This design comes from an exercise in tuning for small area and a short achievable clock period on the open sky130 flow, not from production work. The RTL was checked by simulation tests, not by an equivalence proof against the original design. Power is estimated from default activity; no workload was simulated.

<file path="design.v">
module Router #(
	parameter LINK_WIDTH = 8,
	parameter PORTS = 5,
	parameter BUFFER_DEPTH = 4,
	parameter MESH_DIM = 4,
	parameter ROUTER_ID = 5
)(
	input clk,
	input rst,
	output router_out_wr_en_0,
	output router_out_wr_en_1,
	output router_out_wr_en_2,
	output router_out_wr_en_3,
	output router_out_wr_en_4,
	input [LINK_WIDTH-1:0] router_in_flit_0,
	input [LINK_WIDTH-1:0] router_in_flit_1,
	input [LINK_WIDTH-1:0] router_in_flit_2,
	input [LINK_WIDTH-1:0] router_in_flit_3,
	input [LINK_WIDTH-1:0] router_in_flit_4,
	output [LINK_WIDTH-1:0] router_out_flit_0,
	output [LINK_WIDTH-1:0] router_out_flit_1,
	output [LINK_WIDTH-1:0] router_out_flit_2,
	output [LINK_WIDTH-1:0] router_out_flit_3,
	output [LINK_WIDTH-1:0] router_out_flit_4,
	input router_in_wr_en_0,
	input router_in_wr_en_1,
	input router_in_wr_en_2,
	input router_in_wr_en_3,
	input router_in_wr_en_4,
	output reg router_out_full_0,
	output reg router_out_full_1,
	output reg router_out_full_2,
	output reg router_out_full_3,
	output reg router_out_full_4,
	input router_in_ON_OFF_0,
	input router_in_ON_OFF_1,
	input router_in_ON_OFF_2,
	input router_in_ON_OFF_3,
	input router_in_ON_OFF_4
);
localparam MY_X = ROUTER_ID % MESH_DIM;
localparam MY_Y = ROUTER_ID / MESH_DIM;
wire [7:0] in_flit [0:4];
assign in_flit[0] = router_in_flit_0;
assign in_flit[1] = router_in_flit_1;
assign in_flit[2] = router_in_flit_2;
assign in_flit[3] = router_in_flit_3;
assign in_flit[4] = router_in_flit_4;
wire [4:0] in_wr = {router_in_wr_en_4, router_in_wr_en_3, router_in_wr_en_2,
                    router_in_wr_en_1, router_in_wr_en_0};
wire [4:0] on_off = {router_in_ON_OFF_4, router_in_ON_OFF_3, router_in_ON_OFF_2,
                     router_in_ON_OFF_1, router_in_ON_OFF_0};
reg [7:0] F  [0:4];
reg [7:0] B0 [0:4];
reg [7:0] B1 [0:4];
reg [7:0] B2 [0:4];
reg [4:1] t  [0:4];           
wire [4:0] rd;                
wire [4:0] hr_n [0:4];        
wire [4:0] hreq_n [0:4];      
wire [4:0] fv;
wire [4:0] fvn;               
function [4:0] route(input [7:0] f);
	reg [2:0] dx, dy;
	reg head, xeq, yeq;
	begin
		dx = f[4:2];
		dy = f[7:5];
		head = (f[1:0] == 2'b00);
		xeq = (dx == MY_X);
		yeq = (dy == MY_Y);
		route[0] = head && xeq && !yeq && (dy > MY_Y);
		route[1] = head && !xeq && (dx > MY_X);
		route[2] = head && xeq && !yeq && !(dy > MY_Y);
		route[3] = head && !xeq && !(dx > MY_X);
		route[4] = head && xeq && yeq;
	end
endfunction
genvar k, o;
generate
for (k = 0; k < 5; k = k + 1) begin : q
	wire [4:1] tt = t[k];
	assign fv[k] = tt[1];
	wire reload = rd[k] || !tt[1];
	wire [7:0] nf = tt[2] ? B0[k] : in_flit[k];
	wire nv = tt[2] || in_wr[k];
	assign fvn[k] = reload ? nv : tt[1];
	wire [4:0] r_new = nv ? route(nf) : 5'b00000;
	wire [4:0] r_cur = tt[1] ? route(F[k]) : 5'b00000;
	assign hr_n[k] = reload ? r_new : r_cur;
	for (o = 0; o < 5; o = o + 1) begin : tr
		assign hreq_n[o][k] = hr_n[k][o];
	end
	always @(posedge clk) begin
		if (rst)
			t[k] <= 4'b0000;
		else if (in_wr[k] && !rd[k])
			t[k] <= {tt[3:1], 1'b1};
		else if (rd[k] && !in_wr[k])
			t[k] <= {1'b0, tt[4:2]};
	end
	wire en0 = rd[k] || !tt[2];
	wire [7:0] sh0 = {8{en0 & tt[3]}};
	wire [7:0] in0 = {8{en0 & !tt[3]}};
	wire en1 = rd[k] || !tt[3];
	wire [7:0] sh1 = {8{en1 & tt[4]}};
	wire [7:0] in1 = {8{en1 & !tt[4]}};
	wire [7:0] b0d, b1d;
	sel3 #(8) b0mux (.h(~(sh0 | in0)), .s(sh0), .l(in0), .a(B0[k]), .b(B1[k]), .c(in_flit[k]), .y(b0d));
	sel3 #(8) b1mux (.h(~(sh1 | in1)), .s(sh1), .l(in1), .a(B1[k]), .b(B2[k]), .c(in_flit[k]), .y(b1d));
	always @(posedge clk) begin
		if (reload) F[k] <= nf;
		B0[k] <= b0d;
		B1[k] <= b1d;
		if (rd[k] || !tt[4]) B2[k] <= in_flit[k];
	end
end
endgenerate
always @(posedge clk) begin
	router_out_full_0 <= !rst && t[0][3];
	router_out_full_1 <= !rst && t[1][3];
	router_out_full_2 <= !rst && t[2][3];
	router_out_full_3 <= !rst && t[3][3];
	router_out_full_4 <= !rst && t[4][3];
end
reg  [4:0] last [0:4];        
reg  [1:0] cnt  [0:4];        
reg  [4:0] sel  [0:4];
reg  [4:0] anyq;              
wire [4:0] g    [0:4];        
wire [4:0] send;              
generate
for (o = 0; o < 5; o = o + 1) begin : arb
	wire [4:0] l = last[o];
	wire [4:0] s = sel[o];
	wire done = (cnt[o] == 2'b10);
	assign g[o] = done ? s : (s & fv);
	wire any = anyq[o];           
	assign send[o] = anyq[o] && !on_off[o] && !rst;
	reg [4:0] l_n;
	reg [1:0] c_n;
	always @* begin
		l_n = l;
		c_n = cnt[o];
		if (!on_off[o]) begin
			if (done) begin
				l_n = any ? s : 5'b10000;
				if (any) c_n = 2'b00;
			end else if (any) begin
				c_n = {cnt[o][0], !cnt[o][1]};
			end
		end
	end
	wire done_n = (c_n == 2'b10);
	wire idle_n = done && !on_off[o];
	wire [4:0] h  = hreq_n[o];
	wire [4:0] m  = {|l[3:0], |l[2:0], |l[1:0], l[0], 1'b0} & {5{!idle_n}};
	wire [4:0] hi = h & m;
	wire [4:0] r  = (|hi) ? hi : h;
	wire [4:0] w  = r & ~{|r[3:0], |r[2:0], |r[1:0], r[0], 1'b0};
	always @(posedge clk) begin
		last[o] <= rst ? 5'b10000 : l_n;
		cnt[o] <= rst ? 2'b10 : c_n;
		sel[o] <= rst ? 5'b00000 : done_n ? w : l_n;
		anyq[o] <= !rst && (done_n ? |h : |(l_n & fvn));
	end
end
endgenerate
assign rd[0] = |{g[4][0] & !on_off[4], g[3][0] & !on_off[3], g[2][0] & !on_off[2], g[1][0] & !on_off[1], g[0][0] & !on_off[0]};
assign rd[1] = |{g[4][1] & !on_off[4], g[3][1] & !on_off[3], g[2][1] & !on_off[2], g[1][1] & !on_off[1], g[0][1] & !on_off[0]};
assign rd[2] = |{g[4][2] & !on_off[4], g[3][2] & !on_off[3], g[2][2] & !on_off[2], g[1][2] & !on_off[1], g[0][2] & !on_off[0]};
assign rd[3] = |{g[4][3] & !on_off[4], g[3][3] & !on_off[3], g[2][3] & !on_off[2], g[1][3] & !on_off[1], g[0][3] & !on_off[0]};
assign rd[4] = |{g[4][4] & !on_off[4], g[3][4] & !on_off[3], g[2][4] & !on_off[2], g[1][4] & !on_off[1], g[0][4] & !on_off[0]};
function [7:0] xbar(input [4:0] s, input [7:0] f0, input [7:0] f1, input [7:0] f2,
                    input [7:0] f3, input [7:0] f4);
	xbar = ({8{s[0]}} & f0) | ({8{s[1]}} & f1) | ({8{s[2]}} & f2) |
	       ({8{s[3]}} & f3) | ({8{s[4]}} & f4);
endfunction
assign router_out_flit_0 = xbar(sel[0], F[0], F[1], F[2], F[3], F[4]);
assign router_out_flit_1 = xbar(sel[1], F[0], F[1], F[2], F[3], F[4]);
assign router_out_flit_2 = xbar(sel[2], F[0], F[1], F[2], F[3], F[4]);
assign router_out_flit_3 = xbar(sel[3], F[0], F[1], F[2], F[3], F[4]);
assign router_out_flit_4 = xbar(sel[4], F[0], F[1], F[2], F[3], F[4]);
assign router_out_wr_en_0 = send[0];
assign router_out_wr_en_1 = send[1];
assign router_out_wr_en_2 = send[2];
assign router_out_wr_en_3 = send[3];
assign router_out_wr_en_4 = send[4];
endmodule
module sel3 #(parameter W = 8) (
	input [W-1:0] h, s, l,
	input [W-1:0] a, b, c,
	output [W-1:0] y
);
assign y = (h & a) | (s & b) | (l & c);
endmodule
</file>
<file path="flow/run.sh">
#!/bin/bash
# Standard ORFS layout (the standard.sh), with the port buffers set to a
# plain buffer cell. Each tool's output goes to standard.log.
export BUFFER_PORTS_ARGS="-buffer_cell sky130_fd_sc_hd__buf_2"
bash standard.sh > standard.log 2>&1
</file>
<file path="standard.sh">
#!/bin/bash
# synth_recipe.tcl (not shown) runs the flow's synth.tcl, then flattens the netlist and writes it again
# the make line also repeats each setting of config.mk as NAME=value (left out here)
make -C /OpenROAD-flow-scripts/flow DESIGN_CONFIG=/design/flow/config.mk WORK_HOME=/design/flow/orfs CLKGATE_MAP_FILE= SYNTH_SCRIPT=/design/flow/synth_recipe.tcl "${@:-finish}"
</file>
<file path="config.mk">
export PLATFORM = sky130hd
export DESIGN_NAME = Router
export DESIGN_NICKNAME = Router
export VERILOG_FILES = /design/flow/design.v
export SDC_FILE = /design/flow/constraint.sdc
export NUM_CORES = 4
export LEC_CHECK = 0
export CAP_MARGIN = 20
export CORE_MARGIN = 2
export CORE_UTILIZATION = 40
export CTS_BUF_LIST = sky130_fd_sc_hd__clkbuf_8
export CTS_CLUSTER_DIAMETER = 60
export CTS_CLUSTER_SIZE = 16
export SETUP_SLACK_MARGIN = 4.4
export SLEW_MARGIN = 20
export SYNTH_HIERARCHICAL = 1
export SYNTH_MINIMUM_KEEP_SIZE = 0
</file>
<file path="constraint.sdc">
create_clock -name core_clock -period 8.0 [get_ports {clk}]
set_input_delay 1.6000 -clock core_clock [delete_from_list [all_inputs] [get_ports {clk}]]
set_output_delay 1.6000 -clock core_clock [all_outputs]
set_load 0.01 [all_outputs]
</file>
==> results of run 1 <==
==> cell families after synthesis <==
logic type                 count (synthesis)
xor gates and xnor gates                   1
AOI/OAI and AO/OA                        375
DFF                                      250
and+or+nand+nor                          445
adders and majority gates                  5
muxes                                     58
buffers and inverters                    186
==> metrics by stage <==
| step | std cells | cell area [um^2] |
|---|---|---|
| 2_1_floorplan | 1320 | 12600 |
| 3_3_place_gp | 1753 | 13300 |
| 3_5_place_dp | 1753 | 13300 |
| 4_1_cts | 1826 | 14400 |
| 5_1_grt | 1834 | 14600 |
| 6_report | 1834 | 14600 |
==> report_power, final <==
part / switching (mW) / internal (mW)
logic: 0.205 / 0.141
clock network: 0.546 / 0.410
registers: 0.117 / 1.39
total: 0.868 / 1.94
==> cell usage after synthesis, types with 13 or more instances <==
master,count,share of area (%)
inv_1,116,3.5
nor2b_1,32,1.6
a222oi_1,122,9.8
and2_1,18,0.91
mux2_2,33,3.0
a22oi_1,43,2.6
nor3_1,33,1.3
a31oi_1,15,0.75
clkbuf_1,56,1.7
a21oi_1,61,2.5
o211ai_1,15,0.91
nand3_1,16,0.64
nor2_1,133,4.0
edfxtp_1,80,19
nor4_1,17,0.86
dfxtp_1,170,27
nand2_1,107,3.2
o21ai_0,22,0.89
mux2i_1,25,2.0
o22ai_1,13,0.65
==> critical path, stage by stage <==
cell and delay [ns]:
buf_12 0.11, nand2b_4 0.16, nor2_4 0.09, buf_6 0.10
==> cell type report <==
| cell class | instances | area [um^2] | area share (%) |
|---|---|---|---|
| multi-input combinational | 884 | 6170 | 42.4 |
| timing repair buffer | 137 | 997 | 6.85 |
| tap | 396 | 495 | 3.40 |
| clock buffer | 30 | 413 | 2.84 |
| inverter | 117 | 464 | 3.19 |
| clock inverter | 20 | 206 | 1.42 |
| sequential | 250 | 5810 | 39.9 |
==> worst max path at each step <==
stage,from,end,slack [ns],depth (start not counted)
3_5_place_dp,router_in_ON_OFF_0,anyq[4]$_DFF_P_,3.53,9
5_1_grt,router_in_ON_OFF_1,router_out_wr_en_1,4.31,4
2_1_floorplan,rst,router_out_wr_en_0,4.28,4
6_report,router_in_ON_OFF_1,router_out_wr_en_1,4.34,4
4_1_cts,router_in_ON_OFF_1,router_out_wr_en_1,4.33,4
3_3_place_gp,router_in_ON_OFF_0,anyq[4]$_DFF_P_,3.63,8
==> layer usage <==
layer / global-route usage (%) / vias to the layer above
met5: 0 / -
met4: 9.19 / 0
met3: 6.49 / 113
met2: 39.9 / 668
met1: 32.8 / 5523
li1: - / 5288
==> layout by cell type, fill, tap and decap left out, drive strengths merged, types with 5 or more instances in the layout <==
| master | instances |
|---|---|
| nand2 | 107 |
| a222oi | 122 |
| nor2b | 32 |
| nand3 | 16 |
| mux2 | 33 |
| or2 | 10 |
| o32ai | 9 |
| nor4b | 8 |
| o221ai | 6 |
| a22oi | 44 |
| edfxtp | 80 |
| or3 | 12 |
| ha | 5 |
| dfxtp | 170 |
| nor2 | 133 |
| and3 | 12 |
| clkbuf | 30 |
| a31oi | 15 |
| nor3b | 12 |
| a32oi | 5 |
| a21oi | 61 |
| nand4 | 5 |
| buf | 134 |
| nor4 | 17 |
| o211ai | 15 |
| mux2i | 25 |
| o31ai | 6 |
| a211oi | 11 |
| o22ai | 13 |
| nor3 | 33 |
| clkinv | 10 |
| o21ai | 25 |
| or3b | 5 |
| inv | 124 |
| nand2b | 12 |
| and2 | 19 |
==> state kept, by name, summed over array words and instances, names as in the netlist <==
register / cells
B0: 40
anyq: 5
router_out_full_0: 1
router_out_full_4: 1
router_out_full_2: 1
sel: 25
B2: 40
cnt: 10
router_out_full_3: 1
router_out_full_1: 1
B1: 40
last: 25
F: 40
t: 20
==> what timing repair did <==
action,CTS,global route
resized for setup,51,27
setup buffers,20,8
pin swaps,5,5
gates cloned,3,0
setup endpoints to repair,31,50
hold buffers,0,0
==> notes.md, run 1 <==
reg2reg start sel[3][4]$_SDFF_PP0_; Synth warnings 23; largest net degree at the start of global routing 25; Synth Area in Compound Gates between 20% and 30%; hold_sp B2[3][6]$_DFFE_PP_; Worst Hold Depth 2; TritonCTS buffer count 27; min cycle time layout about 3.7 ns; GRT overflow 0; PwrDens 193 mW/mm^2; Hold Fails Final Rpt 0; CP Max Fanout 8; Mapped Area ~0.012 mm^2; global-route usage over all layers 25.1%; Post-Synth Simple-Gate Area roughly 18%; CP Class in2out; syn_area_per_cell 9.42 um^2; H-tree levels 1; Async SR Flop Fraction 0%; DRT met1 WL about 17 mm; Initial Utilization roughly two fifths; Synth Area in XOR/XNOR less than 1%; DR iter-0 viols around 1.7k; Static Leak just over 6 nW; Final nets around 1.5k; Worst EP required around 6.4 ns; Max-slew headroom between 40 and 50%; CTS Sinks 250; Routed WL around 43 mm; RSZ-0062 raised after global routing yes; P&R area growth vs syn 17.0%; DRC Markers 0; initial antenna violation count 0; Max-Cap Viols 0; largest family of logic cells by synthesized area compound AO/OA/AOI/OAI gates; Core Area 0.0306 mm^2; row count 64; Buffers on Ports slightly above 100; WL/cell roughly 23 um; Worst Tran Pin Value just over 0.8 ns; reg-to-reg critical path endpoint sel[3][4]$_SDFF_PP0_; fin crit share between 40 and 50%; detailed placer's ending HPWL 30.2 mm; Clock Latency Late Sink slightly above 0.6 ns; setup TNS 0 ns; met2 routed wirelength approximately 19 mm; Place WS between 3 and 4 ns; highest metal used met4; vias in the first global route roughly 11k; final antenna-violating net count 0; register-to-register setup slack roughly 4.8 ns; maximum clock rate about 0.27 GHz; #FFs+latches synth 250; Final setup viols 0; Hold Crit Class reg2reg; outcome finished clean; Via density 6.32; die area ~0.033 mm^2; first-pass GRT wire length 64.3 mm; post-synthesis sequential area ratio between 40% and 50%; met3 wire length ~4.4 mm; via count approximately 12k; Placer Congestion ~1.0; Hold Slack around 0.47 ns; Synth Flop Type dfxtp_1; Net Count, Synth between 1k and 1.5k; final core utilization 47.6%; Diodes inserted 0; mux cell area share after synthesis ~5.0%; proportion of layout cells with a drive suffix above 1 between 10% and 20%; worst hold endpoint B1[3][6]$_DFF_P_; Power, Total between 2 and 3 mW; peak supply drop roughly 0.12 mV; Distinct cells, synth a little over 80; worst setup margin around 4.3 ns; startpoint type of the worst setup path primary input; critical path arrival between 2 and 2.5 ns; clock slew at reported path FFs around 0.1 ns; fin. max-slew vios 0; Die Wd between 150 and 200 um; clock root buffer master clkbuf_8; DIE HEIGHT 180 um; Worst Clk Skew 0.0449 ns; Filler Cells Inserted a little under 3k; R2R cell count 8; I/O pins approximately 100; Post-synth EDFFs 80; CTS tree done; crit path capture type output pin; drt first pass iters 10; Longest Clk Path Bufs 3; post-synthesis adder-cell area fraction less than 1%; post-synthesis instance total about 1.3k
==> run 2, diff against run 1 <==
==> flow/run.sh (replaced) <==
#!/bin/bash
# Standard ORFS layout (the standard.sh), with the port buffers set to a
# plain buffer cell. Each tool's output goes to standard.log.
export BUFFER_PORTS_ARGS="-buffer_cell sky130_fd_sc_hd__buf_1"
bash standard.sh > standard.log 2>&1
==> notes.md, run 2 <==
outcome finished clean (unchanged); Static Leak 5.67 nW (was 6.03 nW); CP Class in2out (unchanged); startpoint type of the worst setup path primary input (unchanged); Longest Clk Path Bufs 3 (unchanged); detailed placer's ending HPWL 29.8 mm (was 30.2 mm); Synth Area in XOR/XNOR 0.0704% (unchanged); H-tree levels 1 (unchanged); critical path startpoint router_in_ON_OFF_1 (unchanged); I/O pins 102 (unchanged); most common cell in the netlist dfxtp_1 (unchanged); critical path arrival 2.07 ns (was 2.06 ns); vias in the first global route 10.6k (was 10.7k); Final setup viols 0 (unchanged); peak supply drop 0.168 mV (was 0.123 mV); crit path capture type output pin (unchanged); PwrDens 194 mW/mm^2 (was 193 mW/mm^2); mux cell area share after synthesis 5.00% (unchanged); Via density 6.32 (about the same); hold_sp B2[2][6]$_DFFE_PP_ (was B2[3][6]$_DFFE_PP_); GRT overflow 0 (unchanged); Post-synth EDFFs 80 (unchanged); cell taking the most area after synthesis dfxtp_1 (unchanged); Die Wd 180 um (unchanged); fin. max-slew vios 0 (unchanged); Post-Synth Simple-Gate Area 17.7% (unchanged); CTS tree done (unchanged); post-synthesis adder-cell area fraction 0.503% (unchanged); synth top area cells dfxtp_1, edfxtp_1, a222oi_1 (unchanged); Hold Fails Final Rpt 0 (unchanged); final cell count without fillers 1828 (was 1834); DIE HEIGHT 180 um (unchanged); Mapped Area 0.0124 mm^2 (unchanged); Initial Utilization 40.6% (unchanged); largest net degree at the start of global routing 25 (unchanged); Net Count, Synth 1377 (unchanged); P&R area growth vs syn 15.1% (was 17.0%); first-pass GRT wire length 63.0 mm (was 64.3 mm); Worst EP required 6.40 ns (about the same); Placer Congestion 0.949 (was 1.01); Setup crit end router_out_wr_en_1 (unchanged); fin crit share 45.9% (was 45.8%); initial antenna violation count 0 (unchanged); final antenna-violating net count 0 (unchanged); R2R cell count 7 (was 8); die area 0.0325 mm^2 (unchanged); reg2reg start sel[1][4]$_SDFF_PP0_ (was sel[3][4]$_SDFF_PP0_); Buffers on Ports 101 (unchanged); Core Area 0.0306 mm^2 (unchanged); clock slew at reported path FFs 0.10 ns (about the same); clock root buffer master clkbuf_8 (unchanged); min cycle time layout 3.67 ns (was 3.66 ns); WL/cell 23.0 um (was 23.2 um); Synth top cells by count dfxtp_1, nor2_1, a222oi_1, inv_1, nand2_1 (unchanged); Routed WL 42.0 mm (was 42.5 mm); setup TNS 0 ns (unchanged); final core utilization 46.8% (was 47.6%); Synth warnings 23 (unchanged); proportion of layout cells with a drive suffix above 1 12.4% (was 19.6%); TritonCTS buffer count 26 (was 27); syn_area_per_cell 9.42 um^2 (unchanged); placed insts 1751 (was 1753); DR iter-0 viols 1777 (was 1697); CP Max Fanout 3 (was 8); drt first pass iters 10 (unchanged); Diodes inserted 0 (unchanged); Clock Latency Late Sink 0.61 ns (was 0.62 ns); Synth Flop Type dfxtp_1 (unchanged); DRC Markers 0 (unchanged); via count 11.6k (about the same); Max-slew headroom 25.3% (was 44.9%); Worst Tran Pin Value 1.11 ns (was 0.823 ns); RSZ-0062 raised after global routing yes (unchanged); Final nets 1470 (was 1474); reg-to-reg critical path endpoint anyq[4]$_DFF_P_ (was sel[3][4]$_SDFF_PP0_); commonest non-fill, non-tap cells in the layout dfxtp_1, nor2_1, a222oi_1 (unchanged); register-to-register setup slack 4.67 ns (was 4.77 ns); commonest non-fill, non-tap cell in the layout dfxtp_1 (unchanged); Yosys top cell area share 27.4% (unchanged); Hold Crit Class reg2reg (unchanged); row count 64 (unchanged); Distinct cells, synth 81 (unchanged); hold buffers post-CTS 0 (unchanged); post-synthesis sequential area ratio 46.7% (unchanged); largest family of logic cells by synthesized area compound AO/OA/AOI/OAI gates (unchanged); maximum clock rate 0.272 GHz (was 0.273 GHz); CTS Sinks 250 (unchanged); post-synthesis instance total 1320 (unchanged); Worst Clk Skew 0.0284 ns (was 0.0449 ns); Async SR Flop Fraction 0% (unchanged); #FFs+latches synth 250 (unchanged); global-route usage over all layers 24.7% (was 25.1%); Max-Cap Viols 0 (unchanged); Synth Area in Compound Gates 24.3% (unchanged)
==> run 2: cell counts after synthesis <==
No cell type changed its count.
==> run 2: cell type report <==
| class | instances | area [um^2] |
|---|---|---|
| sequential | 250 | 5810 |
| multi-input combinational | 884 | 6120 |
| tap | 396 | 495 |
| clock buffer | 27 | 372 |
| clock inverter | 20 | 215 |
| timing repair buffer | 134 | 838 |
| inverter | 117 | 459 |
| fill | 2961 | 16300 |
==> run 2: metrics by stage <==
stage	total power, mW	hold WS, ns	instance area, um^2	worst slack (ns)
after floorplan	1.68	0.426	12600	4.28
after global placement	1.82	0.432	13200	3.35
after detailed placement	1.82	0.438	13200	3.12
after CTS	2.78	0.463	14100	4.32
after global routing	2.87	0.491	14300	4.32
final	2.77	0.461	14300	4.33
==> run 2: critical path: stages <==
cell and delay, ns:
buf_12 0.10, nand2b_4 0.15, nor2_4 0.12, buf_6 0.10
==> run 2: per-layer routing <==
metal | up-vias | global-route usage (%) | wire (um)
li1 | 5282 | - | -
met1 | 5532 | 32.4 | 17200
met2 | 601 | 38.8 | 18600
met3 | 143 | 6.55 | 4260
met4 | 0 | 9.61 | 1870
met5 | - | 0 | 0
==> run 2: worst min path at each step <==
stage | end | slack, ns | cells after the start
final | B1[2][6]$_DFF_P_ | 0.46 | 2
after global routing | B1[2][6]$_DFF_P_ | 0.49 | 2
after CTS | B1[2][6]$_DFF_P_ | 0.46 | 2
after detailed placement | B1[2][6]$_DFF_P_ | 0.44 | 2
after global placement | B1[4][6]$_DFF_P_ | 0.43 | 2
after floorplan | B1[0][6]$_DFF_P_ | 0.43 | 2
==> run 2: timing repair <==
| action | 4_1_cts | 5_1_grt |
|---|---|---|
| gates cloned | 3 | 0 |
| buffers inserted | 18 | 9 |
| setup endpoints to repair | 70 | 58 |
| gates resized for setup | 52 | 25 |
| pin swaps | 6 | 5 |
==> run 2: report_power, final <==
part / internal [mW] / switching [mW]
Combinational: 0.130 / 0.202
Sequential: 1.39 / 0.118
Clock: 0.409 / 0.527
Total: 1.93 / 0.847
==> run 2: logic make-up (layout without fill, tap and decap cells) <==
kind of cell,count (synthesis),in the layout
compound gates,375,375
xor+xnor,1,1
mux,58,58
simple gates,445,445
flops,250,250
fa+ha+maj,5,5
buf+inv,186,298
==> run 3, diff against run 2 <==
--- a/design.v
+++ b/design.v
@@ -123,7 +123,7 @@
 	router_out_full_3 <= !rst && t[3][3];
 	router_out_full_4 <= !rst && t[4][3];
 end
-reg  [4:0] last [0:4];        
+reg  [2:0] last [0:4];        
 reg  [1:0] cnt  [0:4];        
 reg  [4:0] sel  [0:4];
 reg  [4:0] anyq;              
@@ -131,38 +131,32 @@
 wire [4:0] send;              
 generate
 for (o = 0; o < 5; o = o + 1) begin : arb
-	wire [4:0] l = last[o];
+	wire [2:0] l = last[o];
 	wire [4:0] s = sel[o];
 	wire done = (cnt[o] == 2'b10);
 	assign g[o] = done ? s : (s & fv);
 	wire any = anyq[o];           
 	assign send[o] = anyq[o] && !on_off[o] && !rst;
-	reg [4:0] l_n;
 	reg [1:0] c_n;
 	always @* begin
-		l_n = l;
 		c_n = cnt[o];
-		if (!on_off[o]) begin
-			if (done) begin
-				l_n = any ? s : 5'b10000;
-				if (any) c_n = 2'b00;
-			end else if (any) begin
-				c_n = {cnt[o][0], !cnt[o][1]};
-			end
-		end
+		if (!on_off[o] && any)
+			c_n = done ? 2'b00 : {cnt[o][0], !cnt[o][1]};
 	end
 	wire done_n = (c_n == 2'b10);
+	wire [2:0] enc = {s[4], s[3] | s[2], s[3] | s[1]};
+	wire [2:0] l_n = !done ? enc : on_off[o] ? l : 3'd4;
 	wire idle_n = done && !on_off[o];
 	wire [4:0] h  = hreq_n[o];
-	wire [4:0] m  = {|l[3:0], |l[2:0], |l[1:0], l[0], 1'b0} & {5{!idle_n}};
+	wire [4:0] m  = {l <= 3'd3, l <= 3'd2, l <= 3'd1, l == 3'd0, 1'b0} & {5{!idle_n}};
 	wire [4:0] hi = h & m;
 	wire [4:0] r  = (|hi) ? hi : h;
 	wire [4:0] w  = r & ~{|r[3:0], |r[2:0], |r[1:0], r[0], 1'b0};
 	always @(posedge clk) begin
-		last[o] <= rst ? 5'b10000 : l_n;
+		last[o] <= rst ? 3'd4 : l_n;
 		cnt[o] <= rst ? 2'b10 : c_n;
-		sel[o] <= rst ? 5'b00000 : done_n ? w : l_n;
-		anyq[o] <= !rst && (done_n ? |h : |(l_n & fvn));
+		sel[o] <= rst ? 5'b00000 : done_n ? w : s;
+		anyq[o] <= !rst && (done_n ? |h : |(s & fvn));
 	end
 end
 endgenerate
==> flow/run.sh (replaced) <==
#!/bin/bash
# Standard ORFS layout (the standard.sh), with the port buffers set to a
# plain buffer cell. Each tool's output goes to standard.log.
export BUFFER_PORTS_ARGS="-buffer_cell sky130_fd_sc_hd__buf_2"
bash standard.sh > standard.log 2>&1
==> notes.md, run 3 <==
DR iter-0 viols 1564 (was 1777); maximum clock rate 0.271 GHz (was 0.272 GHz); Final nets 1455 (was 1470); DRC Markers 0 (unchanged); drt first pass iters 10 (unchanged); global-route usage over all layers 24.1% (was 24.7%); clock share of power 33.4% (was 33.7%); #FFs+latches synth 240 (was 250); Power, Total 2.65 mW (was 2.77 mW); hold_sp B2[4][6]$_DFFE_PP_ (was B2[2][6]$_DFFE_PP_); register-to-register setup slack 4.81 ns (was 4.67 ns); highest metal used met5 (was met4); Longest Clk Path Bufs 3 (unchanged); row count 63 (was 64); outcome finished clean (unchanged); Post-synth EDFFs 80 (unchanged); min cycle time layout 3.69 ns (was 3.67 ns); final core utilization 48.5% (was 46.8%); Static Leak 6.10 nW (was 5.67 nW); P&R area growth vs syn 19.1% (was 15.1%); commonest non-fill, non-tap cell in the layout dfxtp_1 (unchanged); setup TNS 0 ns (unchanged); clock root buffer master clkbuf_8 (unchanged); Core Area 0.0297 mm^2 (was 0.0306 mm^2); Net Switching 0.775 mW (was 0.847 mW); first-pass GRT wire length 59.8 mm (was 63.0 mm); Worst Tran Pin Value 0.747 ns (was 1.11 ns); H-tree levels 1 (unchanged); TritonCTS buffer count 25 (was 26); Diodes inserted 0 (unchanged); initial antenna violation count 1 (was 0); met3 wire length 3.65 mm (was 4.26 mm); Routed WL 39.1 mm (was 42.0 mm); sequential share of power 54.5% (was 54.3%); CP Max Fanout 7 (was 3); GRT overflow 0 (unchanged); RSZ-0062 raised after global routing yes (unchanged); Synth Flop Type dfxtp_1 (unchanged); Distinct cells, synth 77 (was 81); Net Count, Synth 1330 (was 1377); sw frac 29.3% (was 30.5%); post-synthesis sequential area ratio 46.3% (was 46.7%); DIE HEIGHT 178 um (was 180 um); post-synthesis instance total 1273 (was 1320); critical path arrival 2.09 ns (was 2.07 ns); Setup crit end router_out_wr_en_3 (was router_out_wr_en_1); Hold Fails Final Rpt 0 (unchanged); commonest non-fill, non-tap cells in the layout dfxtp_1, nor2_1, a222oi_1 (unchanged); WL/cell 21.7 um (was 23.0 um); PwrDens 183 mW/mm^2 (was 194 mW/mm^2); fin. max-slew vios 0 (unchanged); peak supply drop 0.0996 mV (was 0.168 mV); CTS tree done (unchanged); Comb power frac 12.1% (was 12.0%); Via density 6.28 (was 6.32); Buffers on Ports 101 (unchanged); CTS Sinks 240 (was 250); fin crit share 46.1% (was 45.9%); Async SR Flop Fraction 0% (unchanged); Worst EP required 6.40 ns (about the same); CP Class in2out (unchanged); Initial Utilization 40.7% (was 40.6%); Placer Congestion 0.954 (was 0.949); Die Wd 178 um (was 180 um); I/O pins 102 (unchanged); Final setup viols 0 (unchanged); Max-Cap Viols 0 (unchanged); Internal 1.87 mW (was 1.93 mW); crit path capture type output pin (unchanged); syn_area_per_cell 9.51 um^2 (was 9.42 um^2); Synth top cells by count dfxtp_1, nor2_1, a222oi_1, nand2_1, inv_1 (was dfxtp_1, nor2_1, a222oi_1, inv_1, nand2_1); cell taking the most area after synthesis dfxtp_1 (unchanged); R2R cell count 10 (was 7); proportion of layout cells with a drive suffix above 1 22.4% (was 12.4%); DRT met1 WL 16.5 mm (was 17.2 mm); Yosys top cell area share 26.5% (was 27.4%); Clock Latency Late Sink 0.59 ns (was 0.61 ns); most common cell in the netlist dfxtp_1 (unchanged); detailed placer's ending HPWL 27.9 mm (was 29.8 mm); critical path startpoint rst (was router_in_ON_OFF_1); final antenna-violating net count 0 (unchanged); hold buffers post-CTS 0 (unchanged); Worst Clk Skew 0.0456 ns (was 0.0284 ns); Max-slew headroom 50.1% (was 25.3%); reg-to-reg critical path endpoint sel[0][4]$_SDFFE_PP0P_ (was anyq[4]$_DFF_P_); largest net degree at the start of global routing 28 (was 25); vias in the first global route 10.6k (about the same); via count 11.3k (was 11.6k); met2 routed wirelength 17.3 mm (was 18.6 mm); Mapped Area 0.0121 mm^2 (was 0.0124 mm^2); synth top area cells dfxtp_1, edfxtp_1, a222oi_1 (unchanged); clock slew at reported path FFs 0.08 ns (was 0.10 ns); Synth warnings 23 (unchanged); Filler Cells Inserted 2788 (was 2961); die area 0.0317 mm^2 (was 0.0325 mm^2); Hold Crit Class reg2reg (unchanged); reg2reg start t[3][2]$_SDFFE_PP0P_ (was sel[1][4]$_SDFF_PP0_); startpoint type of the worst setup path primary input (unchanged)
-- run 3: logic make-up (layout without fill, tap and decap cells) --
kind of cell / after synthesis / after routing / share of synthesized area [%]
adder cells (fa/ha/maj): 5 / 5 / 0.517
multiplexers: 69 / 69 / 6.16
buffers and inverters: 155 / 297 / 5.05
flip-flops: 240 / 240 / 46.3
AO/OA/AOI/OAI: 348 / 348 / 23.3
AND/OR/NAND/NOR: 456 / 456 / 18.6
-- run 3: worst min path at each step --
stage / end / cells past startpoint
after floorplan: B1[0][6]$_DFF_P_ / 2
after global placement: B1[4][6]$_DFF_P_ / 2
after detailed placement: B1[4][6]$_DFF_P_ / 2
after CTS: B1[4][6]$_DFF_P_ / 2
after global routing: B1[1][6]$_DFF_P_ / 2
final: B1[4][6]$_DFF_P_ / 2
-- run 3: repair_timing --
item	in CTS	in global routing
buffers inserted	25	26
gates resized for setup	67	32
setup endpoints to repair	28	42
pin swaps	15	15
gates cloned	3	1
-- run 3: final cells by class --
cell class              count  area (um^2)  share of cell area [%]
inverters                  96          385                    2.67
clock inverters            18          198                    1.37
clock buffers              26          358                    2.48
multi-input cells         878         6190                    42.9
repair buffers            157         1200                    8.30
well taps                 390          488                    3.38
flip-flops and latches    240         5610                    38.9
-- run 3: per-layer routing --
metal | vias to the layer above | global-route usage (%)
met4 | 2 | 10.2
met3 | 116 | 4.67
li1 | 5187 | -
met1 | 5401 | 32.6
met5 | - | 0
met2 | 625 | 37.5
-- run 3: power groups by stage --
| stage | sequential, mW | combinational, mW | clock (mW) |
|---|---|---|---|
| after floorplan | 1.41 | 0.198 | 0 |
| after global placement | 1.46 | 0.260 | 0 |
| after detailed placement | 1.46 | 0.263 | 0 |
| after CTS | 1.44 | 0.297 | 0.909 |
| after global routing | 1.45 | 0.348 | 0.947 |
| final | 1.44 | 0.320 | 0.884 |
-- run 3: stage by stage --
stage,setup slack (ns),cells,area [um^2],hold WS (ns)
2_1_floorplan,4.10,1273,12200,0.426
3_3_place_gp,3.45,1706,12900,0.429
3_5_place_dp,3.39,1706,12900,0.435
4_1_cts,4.27,1778,14100,0.454
5_1_grt,4.30,1805,14400,0.485
6_report,4.31,1805,14400,0.457
-- run 3: worst max-delay path, stage by stage --
cell	delay, ns
buf_16	0.14
buf_12	0.14
nor2_4	0.10
buf_6	0.10
==> run 4, diff against run 3 <==
==> flow/run.sh (replaced) <==
#!/bin/bash
# Standard ORFS layout (the standard.sh), with the port buffers set to a
# plain buffer cell. Each tool's output goes to standard.log.
export BUFFER_PORTS_ARGS="-buffer_cell sky130_fd_sc_hd__buf_1"
bash standard.sh > standard.log 2>&1
==> notes.md, run 4 <==
outcome finished clean (unchanged); most common cell in the netlist dfxtp_1 (unchanged); commonest non-fill, non-tap cell in the layout dfxtp_1 (unchanged); peak supply drop 0.150 mV (was 0.0996 mV); Initial Utilization 40.7% (unchanged); Worst Clk Skew 0.0317 ns (was 0.0456 ns); die area 0.0317 mm^2 (unchanged); CP Class in2out (unchanged); critical path startpoint router_in_ON_OFF_2 (was rst); Routed WL 39.2 mm (was 39.1 mm); Filler Cells Inserted 2820 (was 2788); final cell count without fillers 1789 (was 1805); #FFs+latches synth 240 (unchanged); vias in the first global route 10.6k (about the same); detailed placer's ending HPWL 27.8 mm (was 27.9 mm); final design area excluding fillers 0.0141 mm^2 (was 0.0144 mm^2); commonest non-fill, non-tap cells in the layout dfxtp_1, nor2_1, a222oi_1 (unchanged); CTS Sinks 240 (unchanged); CP Max Fanout 2 (was 7); Die Wd 178 um (unchanged); CP peak stage delay 0.14 ns (about the same); Post-synth EDFFs 80 (unchanged); via count 11.3k (about the same); DIE HEIGHT 178 um (unchanged); slowest CP cell nand2b_4 (was buf_16); Hold Crit Class reg2reg (unchanged); Synth Flop Type dfxtp_1 (unchanged); post-synthesis instance total 1273 (unchanged); reg2reg start t[3][2]$_SDFFE_PP0P_ (unchanged); placed insts 1706 (unchanged); P&R area growth vs syn 16.3% (was 19.1%); Yosys top cell area share 26.5% (unchanged); WL/cell 21.9 um (was 21.7 um); Net Count, Synth 1330 (unchanged); PwrDens 187 mW/mm^2 (was 183 mW/mm^2); Static Leak 5.64 nW (was 6.10 nW); initial antenna violation count 1 (unchanged); clock slew at reported path FFs 0.11 ns (was 0.08 ns); fin crit share 45.8% (was 46.1%); CTS tree done (unchanged); Cell Chain, Critical Path buf_12, nand2b_4, nor2_4, buf_6 (was buf_16, buf_12, nor2_4, buf_6); RSZ-0062 raised after global routing yes (unchanged); hold buffers post-CTS 0 (unchanged); Mapped Area 0.0121 mm^2 (unchanged); syn_area_per_cell 9.51 um^2 (unchanged); CP delay by family, top simple AND/OR/NAND/NOR gates (was buffers and inverters); Max-Cap Viols 0 (unchanged); I/O pins 102 (unchanged); Cell Area, Placed 0.0128 mm^2 (was 0.0129 mm^2); crit path capture type output pin (unchanged); H-tree levels 1 (unchanged); Clock Latency Late Sink 0.59 ns (about the same); TritonCTS buffer count 25 (unchanged); Max-slew headroom 53.5% (was 50.1%); min cycle time layout 3.66 ns (was 3.69 ns); Synth warnings 23 (unchanged); cell taking the most area after synthesis dfxtp_1 (unchanged); Longest Clk Path Bufs 3 (unchanged); fin. max-slew vios 0 (unchanged); Hold Fails Final Rpt 0 (unchanged); drt first pass iters 9 (was 10); Synth top cells by count dfxtp_1, nor2_1, a222oi_1, nand2_1, inv_1 (unchanged); Worst Hold Depth 2 (unchanged); clock root buffer master clkbuf_8 (unchanged); post-synthesis sequential area ratio 46.3% (unchanged); Final nets 1438 (was 1455); global-route usage over all layers 24.3% (was 24.1%); largest net degree at the start of global routing 35 (was 28); hold_sp B2[0][6]$_DFFE_PP_ (was B2[4][6]$_DFFE_PP_); worst hold endpoint B1[0][6]$_DFF_P_ (was B1[4][6]$_DFF_P_); final core utilization 47.4% (was 48.5%); GRT overflow 0 (unchanged); Buffers on Ports 101 (unchanged); row count 63 (unchanged); final antenna-violating net count 0 (unchanged); Placer Congestion 1.01 (was 0.954); maximum clock rate 0.273 GHz (was 0.271 GHz); critical path arrival 2.06 ns (was 2.09 ns); Diodes inserted 0 (unchanged); worst path buffer plus inverter count 2 (was 3); Async SR Flop Fraction 0% (unchanged); R2R cell count 10 (unchanged); synth top area cells dfxtp_1, edfxtp_1, a222oi_1 (unchanged); Core Area 0.0297 mm^2 (unchanged); first-pass GRT wire length 60.3 mm (was 59.8 mm); Final setup viols 0 (unchanged); Worst Tran Pin Value 0.697 ns (was 0.747 ns); Via density 6.31 (was 6.28); startpoint type of the worst setup path primary input (unchanged); proportion of layout cells with a drive suffix above 1 15.2% (was 22.4%); register-to-register setup slack 4.75 ns (was 4.81 ns); DR iter-0 viols 1937 (was 1564); Distinct cells, synth 77 (unchanged); setup TNS 0 ns (unchanged); reg-to-reg critical path endpoint sel[0][4]$_SDFFE_PP0P_ (unchanged); Worst EP required 6.40 ns (about the same); DRC Markers 0 (unchanged)
## run 4: cell count changes in the layout (fill, tap and decap cells not counted), moves of 3 or more
cell	delta
inv_6	-3
buf_4	-15
buf_1	+87
bufbuf_16	-3
buf_2	-87
## run 4: worst max-delay path by stage
stage / cells after the start / slack (ns) / endpoint
floorplan: 11 / 4.10 / sel[0][4]$_SDFFE_PP0P_
global placement: 10 / 3.33 / sel[2][3]$_SDFFE_PP0P_
detailed placement: 10 / 3.20 / sel[2][2]$_SDFFE_PP0P_
CTS: 5 / 4.31 / router_out_wr_en_4
global route: 13 / 4.31 / sel[2][3]$_SDFFE_PP0P_
finish: 4 / 4.34 / router_out_wr_en_2
## run 4: layout make-up
cell class / instances / area (um^2) / share of cell area [%]
clock buffer: 25 / 344 / 2.44
clock inverter: 20 / 210 / 1.49
inverter: 96 / 388 / 2.75
multi-input combinational: 879 / 6190 / 43.9
sequential: 240 / 5610 / 39.8
tap: 390 / 488 / 3.47
timing repair buffer: 139 / 858 / 6.10
## run 4: worst min-delay path, cell delays in order, from the launching register on
cell	delay [ns]
edfxtp_1	0.33
a222oi_1	0.06
inv_1	0.05
## run 4: repair_timing
item                                   4_1_cts  5_1_grt
gates cloned                                 2        1
endpoints found under the hold margin        0        0
setup endpoints to repair                   37       52
pin swaps                                   16       10
gates resized for setup                     79       31
buffers inserted                            22       13
## run 4: logic make-up (layout without fill, tap and decap cells)
logic type / Yosys count / in the layout / synth area share (%)
fa+ha+maj: 5 / 5 / 0.517
simple gates: 456 / 457 / 18.6
buf+inv: 155 / 280 / 5.05
compound gates: 348 / 348 / 23.3
mux: 69 / 69 / 6.16
flops: 240 / 240 / 46.3
## run 4: power breakdown
part / switching, mW / internal [mW]
Sequential: 0.107 / 1.34
Clock: 0.501 / 0.385
Combinational: 0.176 / 0.125
Total: 0.785 / 1.85
## run 4: metal layers
layer | track usage, % | up-vias | share of wire, %
met5 | 0 | - | 0.023
li1 | - | 5139 | -
met1 | 34.0 | 5365 | 43
met4 | 9.53 | 2 | 4.2
met2 | 37.2 | 657 | 43
met3 | 4.43 | 124 | 10
## run 4: through the flow
| step | setup slack, ns | total power [mW] | hold WS [ns] |
|---|---|---|---|
| floorplan | 4.10 | 1.61 | 0.426 |
| global placement | 3.33 | 1.71 | 0.427 |
| detailed placement | 3.20 | 1.72 | 0.438 |
| CTS | 4.31 | 2.63 | 0.448 |
| global route | 4.31 | 2.73 | 0.450 |
| finish | 4.34 | 2.63 | 0.440 |
==> run 5, diff against run 4 <==
--- a/config.mk
+++ b/config.mk
@@ -11,7 +11,7 @@
 export CTS_BUF_LIST = sky130_fd_sc_hd__clkbuf_8
 export CTS_CLUSTER_DIAMETER = 60
 export CTS_CLUSTER_SIZE = 16
-export SETUP_SLACK_MARGIN = 4.4
+export SETUP_SLACK_MARGIN = 4.0
 export SLEW_MARGIN = 20
 export SYNTH_HIERARCHICAL = 1
 export SYNTH_MINIMUM_KEEP_SIZE = 0
==> notes.md, run 5 <==
outcome finished clean (unchanged); Diodes inserted 0 (unchanged); syn_area_per_cell 9.51 um^2 (unchanged); RSZ-0062 raised after global routing yes (unchanged); Worst Tran Pin Value 0.759 ns (was 0.697 ns); highest metal used met4 (was met5); Hold Fails Final Rpt 0 (unchanged); largest family of logic cells by synthesized area compound AO/OA/AOI/OAI gates (unchanged); cell taking the most area after synthesis dfxtp_1 (unchanged); Placer Congestion 0.997 (was 1.01); DRT met1 WL 16.8 mm (was 16.7 mm); proportion of layout cells with a drive suffix above 1 9.97% (was 15.2%); min cycle time layout 3.92 ns (was 3.66 ns); placed insts 1707 (was 1706); Internal 1.78 mW (was 1.85 mW); Comb power frac 10.4% (was 11.4%); Routed WL 37.7 mm (was 39.2 mm); Synth Area in XOR/XNOR 0% (unchanged); Synth top cells by count dfxtp_1, nor2_1, a222oi_1, nand2_1, inv_1 (unchanged); Static Leak 5.30 nW (was 5.64 nW); WL/cell 21.5 um (was 21.9 um); clock slew at reported path FFs 0.09 ns (was 0.11 ns); Worst Clk Skew 0.0290 ns (was 0.0317 ns); Net Switching 0.741 mW (was 0.785 mW); final antenna-violating net count 0 (unchanged); commonest non-fill, non-tap cell in the layout dfxtp_1 (unchanged); sw frac 29.4% (was 29.8%); Post-synth EDFFs 80 (unchanged); clock share of power 32.6% (was 33.7%); Final nets 1403 (was 1438); met2 routed wirelength 16.2 mm (was 17.0 mm); DR iter-0 viols 1522 (was 1937); CTS Sinks 240 (unchanged); via count 10.9k (was 11.3k); Synth Flop Type dfxtp_1 (unchanged); Max-Cap Viols 0 (unchanged); Via density 6.22 (was 6.31); critical path arrival 2.32 ns (was 2.06 ns); commonest non-fill, non-tap cells in the layout dfxtp_1, nor2_1, a222oi_1 (unchanged); Worst EP required 6.40 ns (about the same); vias in the first global route 10.1k (was 10.6k); Post-Synth Simple-Gate Area 18.6% (unchanged); Die Wd 178 um (unchanged); Clock Latency Late Sink 0.57 ns (was 0.59 ns); detailed placer's ending HPWL 28.3 mm (was 27.8 mm); die area 0.0317 mm^2 (unchanged); Yosys top cell area share 26.5% (unchanged); largest net degree at the start of global routing 39 (was 35); fin crit share 49.0% (was 45.8%); drt first pass iters 15 (was 9); final cell count without fillers 1754 (was 1789); PwrDens 190 mW/mm^2 (was 187 mW/mm^2); synth top area cells dfxtp_1, edfxtp_1, a222oi_1 (unchanged); most common cell in the netlist dfxtp_1 (unchanged); Buffers on Ports 101 (unchanged); Longest Clk Path Bufs 3 (unchanged); H-tree levels 1 (unchanged); setup TNS 0 ns (unchanged); DRC Markers 0 (unchanged); Async SR Flop Fraction 0% (unchanged); TritonCTS buffer count 24 (was 25); first-pass GRT wire length 57.5 mm (was 60.3 mm); GRT overflow 0 (unchanged); Synth Area in Compound Gates 23.3% (unchanged); Final setup viols 0 (unchanged); Max-slew headroom 48.9% (was 53.5%); multi-input combinational cell area 0.00591 mm^2 (was 0.00619 mm^2); Mapped Area 0.0121 mm^2 (unchanged); Synth warnings 23 (unchanged); row count 63 (unchanged); clock root buffer master clkbuf_8 (unchanged); post-synthesis adder-cell area fraction 0.517% (unchanged); mux cell area share after synthesis 6.16% (unchanged); Filler Cells Inserted 2926 (was 2820); post-synthesis sequential area ratio 46.3% (unchanged); sequential cell area 0.00561 mm^2 (about the same); startpoint type of the worst setup path primary input (unchanged); peak supply drop 0.127 mV (was 0.150 mV); CP Class in2out (unchanged); Initial Utilization 40.7% (unchanged); CP Max Fanout 6 (was 2); Net Count, Synth 1330 (unchanged); fin. max-slew vios 0 (unchanged); P&R area growth vs syn 9.97% (was 16.3%); Distinct cells, synth 77 (unchanged); I/O pins 102 (unchanged); CTS tree done (unchanged); Core Area 0.0297 mm^2 (unchanged); initial antenna violation count 0 (was 1); Hold Crit Class reg2reg (unchanged); met3 wire length 3.41 mm (was 3.92 mm); DIE HEIGHT 178 um (unchanged); maximum clock rate 0.255 GHz (was 0.273 GHz); #FFs+latches synth 240 (unchanged); post-synthesis instance total 1273 (unchanged); sequential share of power 57.0% (was 54.8%); global-route usage over all layers 23.1% (was 24.3%); crit path capture type output pin (unchanged)
## run 5: worst max-delay path: stages
cell and delay [ns]:
buf_1 0.14, inv_2 0.15, nand2_2 0.12, nor2_2 0.14, buf_1 0.17
## run 5: stage by stage
step                utilization, %  hold slack (ns)  setup WS (ns)  instance area, um^2  power [mW]
finish                        44.8            0.460           4.08                13300        2.52
global route                  44.8            0.490           3.99                13300        2.62
CTS                           44.6            0.465           4.00                13300        2.53
detailed placement            42.9            0.442           3.24                12700        1.72
global placement              42.9            0.437           3.31                12700        1.71
floorplan                        -            0.426           4.03                12100        1.60
## run 5: worst paths after layout
check                  startpoint                     end  slack (ns)  depth (start not counted)
max            router_in_ON_OFF_3      router_out_wr_en_3        4.08                          5
min            B2[3][6]$_DFFE_PP_        B1[3][6]$_DFF_P_        0.46                          2
max reg2reg  cnt[4][1]$_SDFF_PP1_  sel[3][4]$_SDFFE_PP0P_        4.63                          9
min reg2reg    B2[3][6]$_DFFE_PP_        B1[3][6]$_DFF_P_        0.46                          2
## run 5: routing by layer
layer / vias to the layer above / GRT usage [%]
met5: - / 0
met4: 0 / 7.48
met3: 105 / 3.96
met2: 584 / 35.9
met1: 5152 / 32.4
li1: 5061 / -
## run 5: what timing repair did
item | CTS | global route
setup endpoints to repair | 16 | 10
buffers inserted | 0 | 3
hold buffers | 0 | 0
pin swaps | 0 | 1
gates resized for setup | 7 | 9
## run 5: cell families (layout without fill, tap and decap cells)
kind of cell / Yosys count / after routing
buf+inv: 155 / 246
mux: 69 / 69
flops: 240 / 240
compound gates: 348 / 348
fa+ha+maj: 5 / 5
simple gates: 456 / 456
## run 5: area by class of cell
type,count,area share [%]
sequential,240,42.1
tap,390,3.67
clock buffer,25,2.59
clock inverter,19,1.28
inverter,96,2.71
multi-input combinational,878,44.4
timing repair buffer,106,3.22
## run 5: power by group through the flow
stage	registers (mW)	logic, mW	clock network, mW
finish	1.44	0.262	0.822
detailed placement	1.46	0.255	0
floorplan	1.41	0.192	0
global placement	1.46	0.251	0
global route	1.45	0.288	0.891
CTS	1.43	0.257	0.844
==> run 6, diff against run 5 <==
--- a/config.mk
+++ b/config.mk
@@ -11,7 +11,7 @@
 export CTS_BUF_LIST = sky130_fd_sc_hd__clkbuf_8
 export CTS_CLUSTER_DIAMETER = 60
 export CTS_CLUSTER_SIZE = 16
-export SETUP_SLACK_MARGIN = 4.0
+export SETUP_SLACK_MARGIN = 4.2
 export SLEW_MARGIN = 20
 export SYNTH_HIERARCHICAL = 1
 export SYNTH_MINIMUM_KEEP_SIZE = 0
==> notes.md, run 6 <==
critical path arrival 2.18 ns (was 2.32 ns); Synth Flop Type dfxtp_1 (unchanged); row count 63 (unchanged); post-synthesis sequential area ratio 46.3% (unchanged); worst path buffer plus inverter count 3 (unchanged); Yosys top cell area share 26.5% (unchanged); proportion of layout cells with a drive suffix above 1 11.6% (was 9.97%); CP delay by family, top buffers and inverters (unchanged); fin. max-slew vios 0 (unchanged); Diodes inserted 0 (unchanged); crit path capture type output pin (unchanged); met2 GRT Util 37.6% (was 35.9%); DRC Markers 0 (unchanged); commonest non-fill, non-tap cell in the layout dfxtp_1 (unchanged); Buffers on Ports 101 (unchanged); Place WS 3.15 ns (was 3.24 ns); via count 10.9k (about the same); outcome finished clean (unchanged); commonest non-fill, non-tap cells in the layout dfxtp_1, nor2_1, a222oi_1 (unchanged); initial antenna violation count 0 (unchanged); Mapped Area 0.0121 mm^2 (unchanged); Core Area 0.0297 mm^2 (unchanged); TritonCTS buffer count 24 (unchanged); startpoint type of the worst setup path primary input (unchanged); Placer Congestion 0.960 (was 0.997); critical path startpoint rst (was router_in_ON_OFF_3); post-synthesis instance total 1273 (unchanged); RSZ-0062 raised after global routing yes (unchanged); cell taking the most area after synthesis dfxtp_1 (unchanged); global-route usage over all layers 23.9% (was 23.1%); Via density 6.18 (was 6.22); H-tree levels 1 (unchanged); GRT met3 Usage 4.84% (was 3.96%); slowest CP cell clkbuf_16 (was buf_1); post-synthesis adder-cell area fraction 0.517% (unchanged); die area 0.0317 mm^2 (unchanged); Static Leak 5.44 nW (was 5.30 nW); Final setup viols 0 (unchanged); Post-Synth Simple-Gate Area 18.6% (unchanged); Max-Cap Viols 0 (unchanged); DR iter-0 viols 1557 (was 1522); PwrDens 191 mW/mm^2 (was 190 mW/mm^2); synth top area cells dfxtp_1, edfxtp_1, a222oi_1 (unchanged); Synth Area in XOR/XNOR 0% (unchanged); Synth Area in Compound Gates 23.3% (unchanged); DIE HEIGHT 178 um (unchanged); peak supply drop 0.138 mV (was 0.127 mV); Worst EP required 6.40 ns (about the same); final antenna-violating net count 0 (unchanged); Longest Clk Path Bufs 3 (unchanged); met1 Use GR 32.6% (was 32.4%); Net Count, Synth 1330 (unchanged); hold_sp B2[4][6]$_DFFE_PP_ (was B2[3][6]$_DFFE_PP_); CP peak stage delay 0.18 ns (was 0.17 ns); P&R area growth vs syn 12.4% (was 9.97%); clock root buffer master clkbuf_8 (unchanged); Worst Tran Pin Value 0.735 ns (was 0.759 ns); largest net degree at the start of global routing 23 (was 39); clock slew at reported path FFs 0.09 ns (about the same); fin crit share 47.3% (was 49.0%); Worst Clk Skew 0.0236 ns (was 0.0290 ns); Synth top cells by count dfxtp_1, nor2_1, a222oi_1, nand2_1, inv_1 (unchanged); Die Wd 178 um (unchanged); most common cell in the netlist dfxtp_1 (unchanged); first-pass GRT wire length 59.2 mm (was 57.5 mm); Initial Utilization 40.7% (unchanged); reg2reg start t[3][2]$_SDFFE_PP0P_ (was cnt[4][1]$_SDFF_PP1_); Post-synth EDFFs 80 (unchanged); Final nets 1407 (was 1403); I/O pins 102 (unchanged); multi-input combinational cell area 0.00604 mm^2 (was 0.00591 mm^2); Synth warnings 23 (unchanged); Filler Cells Inserted 2886 (was 2926); CTS tree done (unchanged); global route hottest layer met2 (unchanged); maximum clock rate 0.265 GHz (was 0.255 GHz); Hold Fails Final Rpt 0 (unchanged); CP Class in2out (unchanged); largest family of logic cells by synthesized area compound AO/OA/AOI/OAI gates (unchanged); Routed WL 38.6 mm (was 37.7 mm); sequential cell area 0.00561 mm^2 (unchanged); Clock Latency Late Sink 0.59 ns (was 0.57 ns); min cycle time layout 3.78 ns (was 3.92 ns); Cell Chain, Critical Path clkbuf_16, buf_16, nor2_4, buf_6 (was buf_1, inv_2, nand2_2, nor2_2, buf_1); WL/cell 21.9 um (was 21.5 um); CP Max Fanout 22 (was 6); syn_area_per_cell 9.51 um^2 (unchanged); mux cell area share after synthesis 6.16% (unchanged); vias in the first global route 10.3k (was 10.1k); GRT overflow 0 (unchanged); Hold Crit Class reg2reg (unchanged); CTS Sinks 240 (unchanged); Async SR Flop Fraction 0% (unchanged); #FFs+latches synth 240 (unchanged); setup TNS 0 ns (unchanged); Distinct cells, synth 77 (unchanged); Max-slew headroom 50.4% (was 48.9%); worst setup margin 4.22 ns (was 4.08 ns); detailed placer's ending HPWL 28.3 mm (about the same); drt first pass iters 10 (was 15)
==> run 6: logic make-up after synthesis <==
family          count (synthesis)
simple gates                  456
compound gates                348
flops                         240
buf+inv                       155
mux                            69
fa+ha+maj                       5
==> run 6: metrics by stage <==
stage / utilization (%) / instances / power (mW) / instance area (um^2) / hold slack (ns)
6_report: 45.8 / 1758 / 2.60 / 13600 / 0.462
5_1_grt: 45.8 / 1758 / 2.70 / 13600 / 0.481
4_1_cts: 45.5 / 1756 / 2.61 / 13500 / 0.464
3_5_place_dp: 43.0 / 1706 / 1.72 / 12800 / 0.442
3_3_place_gp: 43.0 / 1706 / 1.71 / 12800 / 0.428
2_1_floorplan: - / 1273 / 1.60 / 12200 / 0.426
==> run 6: layout make-up <==
type                            count  share of cell area [%]
Timing Repair Buffer              110                    4.01
Multi-Input combinational cell    878                    44.4
Sequential cell                   240                    41.2
Clock buffer                       27                    2.73
Inverter                           96                    2.69
Tap cell                          390                    3.59
Clock inverter                     17                    1.35
==> run 6: metal layers <==
layer / vias to the layer above / wire, um
met5: - / 0
met4: 0 / 1250
met3: 89 / 3830
met2: 543 / 17100
met1: 5151 / 16400
li1: 5073 / -
==> run 6: what timing repair did <==
action	CTS	global route
endpoints found under the setup margin	32	22
gates cloned	2	0
pin swaps	1	1
gates resized for setup	29	19
buffers inserted	4	2
hold buffers	0	0
==> run 6: power breakdown <==
group | internal (mW) | switching, mW
logic | 0.107 | 0.166
clock network | 0.397 | 0.485
registers | 1.34 | 0.106
==> run 6: worst register-to-register path, cell delays in order, from the launching register on <==
cell and delay [ns]:
dfxtp_1 0.76, or3b_1 0.45, a22o_4 0.30, nor4b_4 0.30, mux2i_4 0.18, o311ai_2 0.13
and2_4 0.22, o311ai_2 0.13, or4b_4 0.53, o21ai_2 0.14
==> run 6: worst paths after layout <==
check	to	slack, ns	cells past startpoint
worst max-delay path	router_out_wr_en_3	4.22	4
worst min-delay path	B1[4][6]$_DFF_P_	0.46	2
worst max register to register	sel[2][3]$_SDFFE_PP0P_	4.80	9
worst min register to register	B1[4][6]$_DFF_P_	0.46	2
==> run 7, diff against run 6 <==
--- a/config.mk
+++ b/config.mk
@@ -8,9 +8,9 @@
 export CAP_MARGIN = 20
 export CORE_MARGIN = 2
 export CORE_UTILIZATION = 40
-export CTS_BUF_LIST = sky130_fd_sc_hd__clkbuf_8
-export CTS_CLUSTER_DIAMETER = 60
-export CTS_CLUSTER_SIZE = 16
+export CTS_BUF_LIST = sky130_fd_sc_hd__clkbuf_16
+export CTS_CLUSTER_DIAMETER = 80
+export CTS_CLUSTER_SIZE = 28
 export SETUP_SLACK_MARGIN = 4.2
 export SLEW_MARGIN = 20
 export SYNTH_HIERARCHICAL = 1
==> notes.md, run 7 <==
clock slew at reported path FFs 0.11 ns (was 0.09 ns); Worst Hold Depth 2 (unchanged); clock root buffer master clkbuf_16 (was clkbuf_8); commonest non-fill, non-tap cells in the layout dfxtp_1, nor2_1, a222oi_1 (unchanged); GRT met3 Usage 4.05% (was 4.84%); Final setup viols 0 (unchanged); I/O pins 102 (unchanged); post-synthesis adder-cell area fraction 0.517% (unchanged); P&R area growth vs syn 12.4% (about the same); R2R cell count 9 (unchanged); Hold Fails Final Rpt 0 (unchanged); Core Area 0.0297 mm^2 (unchanged); DIE HEIGHT 178 um (unchanged); Post-Synth Simple-Gate Area 18.6% (unchanged); PwrDens 186 mW/mm^2 (was 191 mW/mm^2); syn_area_per_cell 9.51 um^2 (unchanged); Synth warnings 23 (unchanged); maximum clock rate 0.264 GHz (was 0.265 GHz); Hold Crit Class reg2reg (unchanged); outcome finished clean (unchanged); Synth top cells by count dfxtp_1, nor2_1, a222oi_1, nand2_1, inv_1 (unchanged); Diodes inserted 0 (unchanged); RSZ-0062 raised after global routing yes (unchanged); CP Max Fanout 6 (was 22); startpoint type of the worst setup path primary input (unchanged); clock share of power 32.1% (was 34.0%); largest net degree at the start of global routing 30 (was 23); Worst Clk Skew 0.0264 ns (was 0.0236 ns); Synth Flop Type dfxtp_1 (unchanged); commonest non-fill, non-tap cell in the layout dfxtp_1 (unchanged); Power, Total 2.53 mW (was 2.60 mW); global-route usage over all layers 23.7% (was 23.9%); critical path arrival 2.18 ns (about the same); Worst EP required 6.40 ns (about the same); Buffers on Ports 101 (unchanged); Die Wd 178 um (unchanged); setup TNS 0 ns (unchanged); most common cell in the netlist dfxtp_1 (unchanged); die area 0.0317 mm^2 (unchanged); hold_sp B2[3][6]$_DFFE_PP_ (was B2[4][6]$_DFFE_PP_); crit path capture type output pin (unchanged); Net Switching 0.723 mW (was 0.758 mW); CTS Sinks 240 (unchanged); GRT overflow 0 (unchanged); Net Count, Synth 1330 (unchanged); sequential share of power 56.9% (was 55.5%); Synth Area in XOR/XNOR 0% (unchanged); DR iter-0 viols 1686 (was 1557); Synth Area in Compound Gates 23.3% (unchanged); met1 Use GR 33.0% (was 32.6%); H-tree levels 1 (unchanged); Async SR Flop Fraction 0% (unchanged); detailed placer's ending HPWL 28.3 mm (unchanged); Clock Latency Late Sink 0.51 ns (was 0.59 ns); Via density 6.23 (was 6.18); reg2reg start t[3][2]$_SDFFE_PP0P_ (unchanged); Initial Utilization 40.7% (unchanged); sw frac 28.5% (was 29.2%); Final nets 1406 (was 1407); min cycle time layout 3.78 ns (about the same); DRC Markers 0 (unchanged); global route hottest layer met2 (unchanged); CP Class in2out (unchanged); peak supply drop 0.193 mV (was 0.138 mV); met2 GRT Util 37.4% (was 37.6%); Longest Clk Path Bufs 3 (unchanged); Worst Tran Pin Value 0.775 ns (was 0.735 ns); first-pass GRT wire length 58.5 mm (was 59.2 mm); WL/cell 22.1 um (was 21.9 um); row count 63 (unchanged); TritonCTS buffer count 14 (was 24); mux cell area share after synthesis 6.16% (unchanged); Placer Congestion 0.960 (unchanged); synth top area cells dfxtp_1, edfxtp_1, a222oi_1 (unchanged); largest family of logic cells by synthesized area compound AO/OA/AOI/OAI gates (unchanged); cell taking the most area after synthesis dfxtp_1 (unchanged); fin crit share 47.3% (about the same); drt first pass iters 10 (unchanged); Post-synth EDFFs 80 (unchanged); Max-Cap Viols 0 (unchanged); Mapped Area 0.0121 mm^2 (unchanged); Max-slew headroom 47.8% (was 50.4%); Distinct cells, synth 77 (unchanged); fin. max-slew vios 0 (unchanged); final antenna-violating net count 0 (unchanged); Yosys top cell area share 26.5% (unchanged); Routed WL 38.7 mm (was 38.6 mm); Comb power frac 11.0% (was 10.5%); Static Leak 5.47 nW (was 5.44 nW); post-synthesis sequential area ratio 46.3% (unchanged); Internal 1.81 mW (was 1.84 mW); worst hold endpoint B1[3][6]$_DFF_P_ (was B1[4][6]$_DFF_P_); CTS tree done (unchanged); via count 10.9k (about the same); reg-to-reg critical path endpoint sel[2][4]$_SDFFE_PP0P_ (was sel[2][3]$_SDFFE_PP0P_); vias in the first global route 10.1k (was 10.3k); post-synthesis instance total 1273 (unchanged); register-to-register setup slack 4.79 ns (was 4.80 ns); proportion of layout cells with a drive suffix above 1 11.3% (was 11.6%); initial antenna violation count 0 (unchanged); #FFs+latches synth 240 (unchanged)
-- run 7: critical path, stage by stage --
cell and delay (ns):
buf_1 0.18, inv_2 0.13, nand2_4 0.12, nor2_4 0.04, buf_6 0.11
-- run 7: kinds of logic after synthesis --
family,after synthesis
adders and majority gates,5
DFF,240
AOI/OAI and AO/OA,348
and+or+nand+nor,456
muxes,69
buffers and inverters,155
-- run 7: worst max path at each step --
stage	start	end
4_1_cts	router_in_ON_OFF_3	router_out_wr_en_3
3_5_place_dp	router_in_ON_OFF_2	sel[2][4]$_SDFFE_PP0P_
2_1_floorplan	router_in_ON_OFF_0	sel[0][4]$_SDFFE_PP0P_
5_1_grt	router_in_flit_3[0]	sel[2][4]$_SDFFE_PP0P_
3_3_place_gp	router_in_ON_OFF_2	sel[2][2]$_SDFFE_PP0P_
6_report	router_in_ON_OFF_3	router_out_wr_en_3
-- run 7: final cells by class --
| cell class | count | area, um^2 |
|---|---|---|
| fill | 2880 | 16100 |
| multi-input combinational | 878 | 6060 |
| sequential | 240 | 5610 |
| timing repair buffer | 119 | 623 |
| tap | 390 | 488 |
| clock buffer | 15 | 375 |
| inverter | 96 | 365 |
| clock inverter | 9 | 87.6 |
-- run 7: stage by stage --
stage	setup WS (ns)	hold WS, ns	instance area, um^2	instances	utilization, %
floorplan	4.10	0.426	12200	1273	-
global placement	3.27	0.428	12800	1706	43.0
detailed placement	3.15	0.442	12800	1706	43.0
CTS	4.16	0.460	13400	1736	45.1
global route	4.18	0.469	13600	1747	45.8
finish	4.22	0.457	13600	1747	45.8
-- run 7: power by group through the flow --
stage / registers (mW) / clock network, mW / logic [mW]
2_1_floorplan: 1.41 / 0 / 0.195
5_1_grt: 1.45 / 0.871 / 0.307
4_1_cts: 1.44 / 0.839 / 0.268
6_report: 1.44 / 0.813 / 0.278
3_3_place_gp: 1.46 / 0 / 0.253
3_5_place_dp: 1.46 / 0 / 0.257
-- run 7: repair_timing --
item / CTS / global route
gates cloned: 2 / 1
setup buffers: 4 / 10
hold buffers: 0 / 0
pin swaps: 1 / 11
gates resized for setup: 29 / 31
setup endpoints to repair: 32 / 23
-- run 7: routing by layer --
layer | vias to the layer above | wire (um)
li1 | 5064 | -
met1 | 5177 | 16800
met2 | 565 | 17200
met3 | 75 | 3520
met4 | 0 | 1180
met5 | - | 0

## static timing again, ports no longer ideal
How much do the figures lean on ideal ports? The routed layouts below were timed once more, with nothing changed but the port constraints.
Step 1 (the two cells are an assumption about what drives the block):
set clk [get_ports {clk}]
set_driving_cell -lib_cell sky130_fd_sc_hd__clkbuf_16 $clk
set_driving_cell -lib_cell sky130_fd_sc_hd__buf_2 [delete_from_list [all_inputs] $clk]
Step 2, shift: input delay + t, output delay - t, t = (earliest + latest rising clock arrival at the registers) / 2. This alone moves slack from input paths to output paths.
Slacks: no drivers / after step 1 / after step 2; pairs: no drivers / after step 1.
run	shift t [ns]	setup slack, ns	hold slack, ns	worst setup path after step 2
run 1	0.643	4.339 / 4.262 / 3.840	0.469 / 0.469 / 0.469	input to register
run 2	0.643	4.329 / 4.262 / 3.773	0.461 / 0.461 / 0.461	input to register
run 3	0.619	4.311 / 4.163 / 3.750	0.457 / 0.457 / 0.457	input to register
run 4	0.621	4.338 / 4.236 / 3.761	0.440 / 0.440 / 0.440	input to register
run 5	0.601	4.081 / 4.026 / 3.511	0.460 / 0.460 / 0.460	input to register
run 6	0.626	4.220 / 4.146 / 3.668	0.462 / 0.462 / 0.462	input to register
run 7	0.544	4.216 / 4.144 / 3.747	0.457 / 0.457 / 0.457	input to register
After both steps setup and hold are still met in every run listed. For run 4, which loses most, drivers alone change the setup slack by -0.102 ns; drivers and shift together by -0.577 ns.
